From an optimization exercise on the open Yosys and OpenROAD flow, aimed at small area, a short achievable clock period and few clock cycles; shortcuts taken in it are not production practice. RTL that was checked went through simulation tests only; none was proved equivalent to the original. Power is estimated from default activity; no workload was simulated.

## bellmanford
module bellmanford (reset, clock, GMAR1, GMDR1, GMAR2, GMDR2, IMAR, IMDR, WMAR1, WMAR2, WMDR1, WMDR2, WMWDR, WMWAR, WMWE, OMAR, OMDR, OMWAR, OMWDR, OMWE, NegCycle, Finish);
input clock,reset;
output wire [12:0] GMAR1;
input wire [127:0] GMDR1;
output wire [12:0] GMAR2;
input wire [127:0] GMDR2;
output reg [12:0] IMAR;
input wire [7:0] IMDR;
output wire [12:0] WMAR1;
input wire [127:0] WMDR1;
output wire [12:0] WMAR2;
input wire [127:0] WMDR2;
output wire [12:0] WMWAR;
output wire [127:0] WMWDR;
output wire WMWE;
output wire [12:0] OMAR;
output wire [15:0] OMDR;
assign OMAR = 13'b0;
assign OMDR = 16'b0;
output reg [12:0] OMWAR;
output reg [15:0] OMWDR;
output wire OMWE;
output reg NegCycle;
output reg Finish;
localparam [3:0] QS = 4'd0,    
                 NS = 4'd1,    
                 E  = 4'd2,    
                 NX = 4'd3,    
                 PK = 4'd4,    
                 OA = 4'd5,    
                 OB = 4'd6,    
                 OC = 4'd7,    
                 OD = 4'd8,    
                 DN = 4'd9,    
                 NG = 4'd10;   
reg [3:0] st;
reg [5:0] Nm1;         
reg [5:0] U;           
reg [7:0] DistU;
reg [5:0] iv;          
reg [7:0] nw;          
reg [5:0] icnt;        
reg [2:0] fslot;       
reg [12:0] fline;      
reg [5:0] passm1;      
reg ncc;               
reg nproc;             
reg [63:0] dirty;      
reg [5:0] nxt;         
reg nxt_all;
reg qfirst;            
reg nxt_has;
reg fresh;             
reg [5:0] wa;          
reg wv;                
reg ep, rst_d;         
always @(posedge clock) begin
    rst_d <= reset;
    if (reset && !rst_d) ep <= !ep;
end
function [7:0] add8;   
    input [7:0] a, b;
    reg [7:0] g, p, g1, p1, g2, p2, g3;
    integer k;
    begin
        g = a & b;
        p = a ^ b;
        for (k = 0; k < 8; k = k + 1) begin
            g1[k] = (k >= 1) ? (g[k] | (p[k] & g[k-1])) : g[k];
            p1[k] = (k >= 1) ? (p[k] & p[k-1]) : p[k];
        end
        for (k = 0; k < 8; k = k + 1) begin
  ...
For scale: ~1900 cells after synthesis, roughly 180 flip-flops, roughly 790 I/O pins, roughly 16000 µm² of cells after synthesis.
export LEC_CHECK = 0
export CAP_MARGIN = 20
export CELL_PAD_IN_SITES_DETAIL_PLACEMENT = 0
export CELL_PAD_IN_SITES_GLOBAL_PLACEMENT = 0
export CORE_AREA = 5 5 275 275
export DIE_AREA = 0 0 280 280
export SETUP_SLACK_MARGIN = 1.5
export SLEW_MARGIN = 20
create_clock -name core_clock -period 5.0 [get_ports {clock}]
run.sh (not shown) runs the stock make flow with config.mk's settings and CLKGATE_MAP_FILE= SYNTH_SCRIPT=/design/flow/synth_recipe.tcl, a recipe that flattens the netlist after the stock synthesis.
The starting point went through all stages and came out clean.
Testbench counts at the start, summed over its fixed seeds: cycles 23,209.
Rerun with:
--- a/flow/config.mk
+++ b/flow/config.mk
@@ -8,7 +8,5 @@
 export CAP_MARGIN = 20
-export CELL_PAD_IN_SITES_DETAIL_PLACEMENT = 0
-export CELL_PAD_IN_SITES_GLOBAL_PLACEMENT = 0
 export CORE_AREA = 5 5 275 275
 export DIE_AREA = 0 0 280 280
-export SETUP_SLACK_MARGIN = 1.5
+export SETUP_SLACK_MARGIN = 1.2
 export SLEW_MARGIN = 20
Outcome: Sequential power barely changes. Via count shrinks by 1.6%. Critical path depth increases by 4.
Rerun with:
--- a/flow/config.mk
+++ b/flow/config.mk
@@ -10,3 +10,4 @@
 export DIE_AREA = 0 0 280 280
-export SETUP_SLACK_MARGIN = 1.2
+export PLACE_DENSITY = 0.8
+export SETUP_SLACK_MARGIN = 1.5
 export SLEW_MARGIN = 20
After rerunning:
- The new run produced a clean layout
- clock-buffer cell count rises by 3
- register-to-register slack improved by 0.19 ns
- worst hold slack got worse by 0.0035 ns
- power rises by 5.0%
- via count rises by 5.9%
- clock skew falls by 0.012 ns
- utilization rises by 1.1 points
- setup slack improved by 0.22 ns
- critical path depth falls by 3
- design area rises by 4.1%
Rerun with:
--- a/flow/config.mk
+++ b/flow/config.mk
@@ -10,4 +10,3 @@
 export DIE_AREA = 0 0 280 280
-export PLACE_DENSITY = 0.8
-export SETUP_SLACK_MARGIN = 1.5
+export SETUP_SLACK_MARGIN = 2.0
 export SLEW_MARGIN = 20
What happened: The new run finished with timing, DRC and antenna clean. Via count grows by 2.0%. Total power came out higher by 9.6%. Sequential power is about the same.

========
The RTL this note starts from:
==> flow/design.v <==
module bellmanford (reset, clock, GMAR1, GMDR1, GMAR2, GMDR2, IMAR, IMDR, WMAR1, WMAR2, WMDR1, WMDR2, WMWDR, WMWAR, WMWE, OMAR, OMDR, OMWAR, OMWDR, OMWE, NegCycle, Finish);
input clock,reset;
output wire [12:0] GMAR1;
input wire [127:0] GMDR1;
output wire [12:0] GMAR2;
input wire [127:0] GMDR2;
output reg [12:0] IMAR;
input wire [7:0] IMDR;
output wire [12:0] WMAR1;
input wire [127:0] WMDR1;
output wire [12:0] WMAR2;
input wire [127:0] WMDR2;
output wire [12:0] WMWAR;
output wire [127:0] WMWDR;
output reg WMWE;
output wire [12:0] OMAR;
output wire [15:0] OMDR;
assign OMAR = 13'b0;
assign OMDR = 16'b0;
output reg [12:0] OMWAR;
output reg [15:0] OMWDR;
output reg OMWE;
output reg NegCycle;
output reg Finish;
localparam [3:0] QS = 4'd0,    
                 NS = 4'd1,    
                 E  = 4'd2,    
                 NX = 4'd3,    
                 PK = 4'd4,    
                 OA = 4'd5,    
                 OB = 4'd6,    
                 OC = 4'd7,    
                 OD = 4'd8,    
                 DN = 4'd9,    
                 NG = 4'd10;   
reg [3:0] st;
reg [5:0] Nm1;         
reg [5:0] U;           
reg [5:0] src;
reg [7:0] DistU;
reg [5:0] iv;          
reg [7:0] iw;          
reg [5:0] icnt;        
reg [2:0] fslot;       
reg [12:0] fline;      
reg [5:0] passm1;      
reg ncc;               
reg nproc;             
reg [63:0] dirty;      
reg [5:0] nxt;         
reg nxt_has;
reg fresh;             
reg fwdf;              
reg [5:0] wa;          
reg [7:0] wdist;
reg [5:0] wpred;
reg [5:0] X;           
reg ep, rst_d;         
always @(posedge clock) begin
    rst_d <= reset;
    if (reset && !rst_d) ep <= !ep;
end
wire fwd2 = (st == E) ? fwdf : (WMWE && (wa == X));
wire [7:0] rdist2 = fwd2 ? wdist : WMDR2[21:14];
wire valid2 = fwd2 || (WMDR2[13:0] == {ep, IMAR});
wire [7:0] nw = DistU + iw;
wire relax = (st == E) && (!valid2 || ($signed(rdist2) > $signed(nw)));
function [6:0] pe8;    
    input [7:0] x;
    begin
        casez (x)
            8'b???????1: pe8 = {1'b1, 3'b0, 3'd0};
            8'b??????10: pe8 = {1'b1, 3'b0, 3'd1};
            8'b?????100: pe8 = {1'b1, 3'b0, 3'd2};
            8'b????1000: pe8 = {1'b1, 3'b0, 3'd3};
            8'b???10000: pe8 = {1'b1, 3'b0, 3'd4};
            8'b??100000: pe8 = {1'b1, 3'b0, 3'd5};
            8'b?1000000: pe8 = {1'b1, 3'b0, 3'd6};
            8'b10000000: pe8 = {1'b1, 3'b0, 3'd7};
            default:     pe8 = 7'd0;
        endcase
    end
endfunction
function [6:0] pe64;   
    input [63:0] x;
    reg [7:0] g;
    reg [6:0] gi, li;
    integer k;
    begin
        for (k = 0; k < 8; k = k + 1) g[k] = |x[8*k +: 8];
        gi = pe8(g);
        li = pe8(x[8*gi[2:0] +: 8]);
        pe64 = {gi[6], gi[2:0], li[2:0]};
    end
endfunction
function [63:0] above;   
    input [5:0] a;
    integer k;
    begin
        for (k = 0; k < 64; k = k + 1) above[k] = (k > a);
    end
endfunction
wire [63:0] mask1 = (st == PK) ? 64'hffffffffffffffff : above(U);
wire [6:0] pe_u = pe64(dirty & mask1);        
wire [6:0] pe_n = pe64(dirty & above(nxt));   
wire wa_c = WMWE && (wa > U);
wire iv_c = relax && (iv > U);
wire wa_lt = !nxt_has || (wa < nxt);
wire iv_lt = !nxt_has || (iv < nxt);
wire iv_lt_wa = iv < wa;
wire keep_nxt = !(wa_c && wa_lt) && !(iv_c && iv_lt);   
wire abv_has = nxt_has || wa_c || iv_c;
wire [5:0] abv_alt = (iv_c && (!wa_c || iv_lt_wa)) ? iv : wa;
wire [63:0] own = fresh ? (64'd1 << U) : 64'd0;
wire any_has = (|(dirty & ~own)) || relax;
wire ncc_eff = ncc || relax;
wire done = (st == NX) || (st == E && icnt == 6'd0);
wire ahead = (st == E) && (icnt == 6'd0);
wire [5:0] Ur = ahead ? nxt : U;
assign GMAR1 = (st == QS) ? 13'd0 : {7'd0, Ur};
assign GMAR2 = (st == NS || ahead) ? GMDR1[12:0] : fline;
assign WMAR1 = {7'd0, Ur};
assign WMAR2 = {7'd0, (st == E) ? iv : X};
assign WMWAR = {7'd0, wa};
assign WMWDR = {100'd0, wpred, wdist, ep, IMAR};
reg [13:0] slotw;
always @(*) begin
    case (fslot)
        3'd0: slotw = {GMDR2[125:120], GMDR2[119:112]};
        3'd1: slotw = {GMDR2[109:104], GMDR2[103:96]};
        3'd2: slotw = {GMDR2[93:88], GMDR2[87:80]};
        3'd3: slotw = {GMDR2[77:72], GMDR2[71:64]};
        3'd4: slotw = {GMDR2[61:56], GMDR2[55:48]};
        3'd5: slotw = {GMDR2[45:40], GMDR2[39:32]};
        3'd6: slotw = {GMDR2[29:24], GMDR2[23:16]};
        default: slotw = {GMDR2[13:8], GMDR2[7:0]};
    endcase
end
wire [5:0] L = GMDR2[117:112];
wire [5:0] v1 = GMDR2[109:104] - 6'd1;    
always @(posedge clock) begin
    if (reset) begin
        st <= QS;
        IMAR <= 13'd0;
        OMWAR <= 13'h1fff;
        OMWE <= 1'b0;
        WMWE <= 1'b0;
        Finish <= 1'b0;
        NegCycle <= 1'b0;
    end else begin
        case (st)
        QS: begin
            Nm1 <= GMDR1[5:0] - 6'd2;
            U <= IMDR[5:0] - 6'd1;
            src <= IMDR[5:0] - 6'd1;
            WMWE <= 1'b1;
            wa <= IMDR[5:0] - 6'd1;
            wdist <= 8'd0;
            wpred <= IMDR[5:0] - 6'd1;
            dirty <= 64'd0;
            passm1 <= 6'd0;
            ncc <= 1'b1;
            nproc <= 1'b0;
            IMAR <= IMAR + 13'd1;
            OMWE <= 1'b0;
            st <= NS;
        end
        NS: begin
            DistU <= (WMWE && wa == U) ? wdist : WMDR1[21:14];
            dirty[U] <= 1'b0;
            WMWE <= 1'b0;
            fwdf <= 1'b0;
            nxt <= pe_u[5:0];
            nxt_has <= pe_u[6];
            if (U == Nm1) nproc <= 1'b1;
            iv <= v1;
            iw <= GMDR2[103:96];
            icnt <= L - 6'd1;
            fslot <= 3'd2;
            fline <= GMDR1[12:0];
            st <= (L == 6'd0) ? NX : E;
        end
        E: begin
            nxt <= pe_u[5:0];
            nxt_has <= pe_u[6];
            WMWE <= relax;
            wa <= iv;
            wdist <= nw;
            wpred <= U;
            if (fresh) dirty[U] <= 1'b0;
            if (relax) begin
                dirty[iv] <= 1'b1;
                ncc <= 1'b1;
            end
            if (icnt != 6'd0) begin
                fwdf <= relax && (slotw[13:8] - 6'd1 == iv);
                iv <= slotw[13:8] - 6'd1;
                iw <= slotw[7:0];
                icnt <= icnt - 6'd1;
                fslot <= fslot + 3'd1;
                if (fslot == 3'd7) fline <= fline + 13'd1;
            end
        end
        NX: begin
            WMWE <= 1'b0;
            if (fresh) dirty[U] <= 1'b0;
        end
        PK: begin
            U <= pe_u[5:0];
            st <= NS;
        end
        OA: begin
            OMWDR <= {8'd0, rdist2};
            OMWE <= 1'b1;
            OMWAR <= OMWAR + 13'd1;
            X <= fwd2 ? wpred : WMDR2[27:22];
            WMWE <= 1'b0;
            st <= OB;
        end
        OB: begin
            OMWDR <= {8'd0, IMDR};
            OMWAR <= OMWAR + 13'd1;
            IMAR <= IMAR + 13'd1;
            st <= OC;
        end
        OC: begin
            OMWDR <= {10'd0, X} + 16'd1;
            OMWAR <= OMWAR + 13'd1;
            X <= WMDR2[27:22];
            if (X == src) st <= OD;
        end
        OD: begin
            OMWDR <= (IMDR == 8'hff) ? 16'hffff : 16'h0000;
            OMWAR <= OMWAR + 13'd1;
            if (IMDR == 8'hff) begin
                IMAR <= IMAR + 13'd1;
                st <= QS;
            end else
                st <= DN;
        end
        DN: begin
            OMWE <= 1'b0;
            Finish <= 1'b1;
        end
        NG: begin
            WMWE <= 1'b0;
            NegCycle <= 1'b1;
        end
        default: st <= QS;
        endcase
        fresh <= 1'b0;
        if (ahead) begin
            nxt <= pe_n[5:0];
            nxt_has <= pe_n[6];
            DistU <= (relax && iv == nxt) ? nw :
                     (WMWE && wa == nxt) ? wdist : WMDR1[21:14];
            if (nxt == Nm1 && nxt_has) nproc <= 1'b1;
            fwdf <= relax && (v1 == iv);
            iv <= v1;
            iw <= GMDR2[103:96];
            icnt <= L - 6'd1;
            fslot <= 3'd2;
            fline <= GMDR1[12:0];
        end
        if (done) begin
            X <= IMDR[5:0] - 6'd1;
            if (abv_has) begin
                if (keep_nxt && nxt_has && st == E) begin
                    U <= nxt;
                    fresh <= 1'b1;
                    st <= (L == 6'd0) ? NX : E;
                end else begin
                    U <= keep_nxt ? nxt : abv_alt;
                    st <= NS;
                end
            end else if (passm1 == 6'd0 && !nproc && any_has) begin
                st <= PK;
            end else if (!ncc_eff || !any_has) begin
                st <= OA;
            end else if (passm1 == Nm1) begin
                st <= NG;
            end else begin
                passm1 <= passm1 + 6'd1;
                ncc <= 1'b0;
                st <= PK;
            end
        end
    end
end
endmodule
export LEC_CHECK = 0
export ABC_CLOCK_PERIOD_IN_PS = 3000
export CAP_MARGIN = 20
export CORE_AREA = 5 5 275 275
export DIE_AREA = 0 0 280 280
export SETUP_SLACK_MARGIN = 1.5
export SLEW_MARGIN = 20
create_clock -name core_clock -period 5.0 [get_ports {clock}]
Rerun with:
Settings changed: ABC_CLOCK_PERIOD_IN_PS 3000 to default, SETUP_SLACK_MARGIN 1.5 to default.
Now the flow completed and failed the layout checks on setup timing.
Die area does not change.
Total power drops by 3.5%.
Routed wire length stays flat.
Worst hold slack is worse by 0.0058 ns.
Setup slack is worse by 0.61 ns.
Final area drops by 6.8%.
Global-route usage climbs by 0.59 points.
Critical path depth drops by 6.
Maximum frequency drops by 12%.
Rerun with:
Settings changed: ABC_CLOCK_PERIOD_IN_PS from default to 2000, SETUP_SLACK_MARGIN from default to 2.5.
What happened: The changed run produced a clean layout. Power came out higher by 8.7%. Worst hold slack is better by 0.012 ns. Clock power came out lower by about 7%. Die area does not change. Maximum frequency came out higher by 13%. Final area came out higher by 13%. Worst setup slack is better by 0.57 ns. Wire length came out higher by 6.1%. Count of clock-buffer cells in the layout came out higher by 2. First-iteration DRC count came out higher by 4.9%. Via count came out higher by 4.9%.
No run of this note included a check of the RTL's function; only the layout flow was run.

========
Setup of tundra:
Another version of the RTL of bellmanford (not shown whole).
Size in the first run: about 1900 cells after synthesis, about 0.015 mm2 of cells after synthesis.
Settings: LEC_CHECK=0, CAP_MARGIN=20, CORE_AREA=5 5 275 275, DIE_AREA=0 0 280 280, SETUP_SLACK_MARGIN=2.5, SLEW_MARGIN=20; clock period 5.0 ns.
Having completed the whole flow, tundra delivered a layout that passed the timing, design-rule and antenna checks.
Inputs modified between tundra and amber:
Settings: ABC_CLOCK_PERIOD_IN_PS now 3000, previously not set; SETUP_SLACK_MARGIN now 1.5, was 2.5.
## What came out
Setup slack: amber and tundra compared, higher one is amber. Total power of amber is lower than that of tundra. tundra → amber: maximum number of buffers from clock root to sink now sits at about the same level, global-route total usage across every layer went down, sequential group share of total power +3.5 points, tightest slew margin relative to the limit shows an increase of 6.2 points, final area saw a decrease. For the clock network fraction of design power, amber came in 3.6 points higher than tundra did. NOTE wire length tundra->amber decreased by a little under 10%. Re post-route clock skew: amber and tundra aren't equal, and the lower value belongs to tundra. In the reports for amber and tundra, the smaller number of search-and-repair iterations in the first detailed-routing pass belongs to tundra.
No run of this note included a check of the RTL's function; only the layout flow was run.

[what the ideal ports hide]
The flow's constraints put no driver on any port. The routed layouts listed below were extracted and timed again, unchanged, in two steps. Step 1: set_driving_cell puts a clkbuf_16 on clock and a buf_2 on each other input, an assumption about the parent block. Step 2 times the ports against the registers' clock, not the clock port: input delays grow and output delays shrink by t, the midpoint of the rising clock arrivals with the driver on. a / b / c = ideal / step 1 / step 2; a / b = the first two.
run	t, ns	setup WS [ns]	pins driven straight from the clock port
the first run of note 1	0.509	1.465 / 1.412 / 1.107	1
the second run of note 1	0.519	1.235 / 1.219 / 0.744	1
the third run of note 1	0.506	1.458 / 1.414 / 1.038	1
the fourth run of note 1	0.514	1.459 / 1.433 / 1.058	1
the first run of note 2	0.608	0.589 / 0.589 / 0.362	1
the second run of note 2	0.619	-0.020 / -0.020 / -0.020	1
the third run of note 2	0.599	0.551 / 0.551 / 0.296	1
tundra	0.516	1.275 / 1.184 / 0.966	1
amber	0.516	1.322 / 1.282 / 1.046	1
The setup slack of the second run of note 1, which loses most, moves by -0.016 ns with the drivers and by -0.491 ns with both steps.
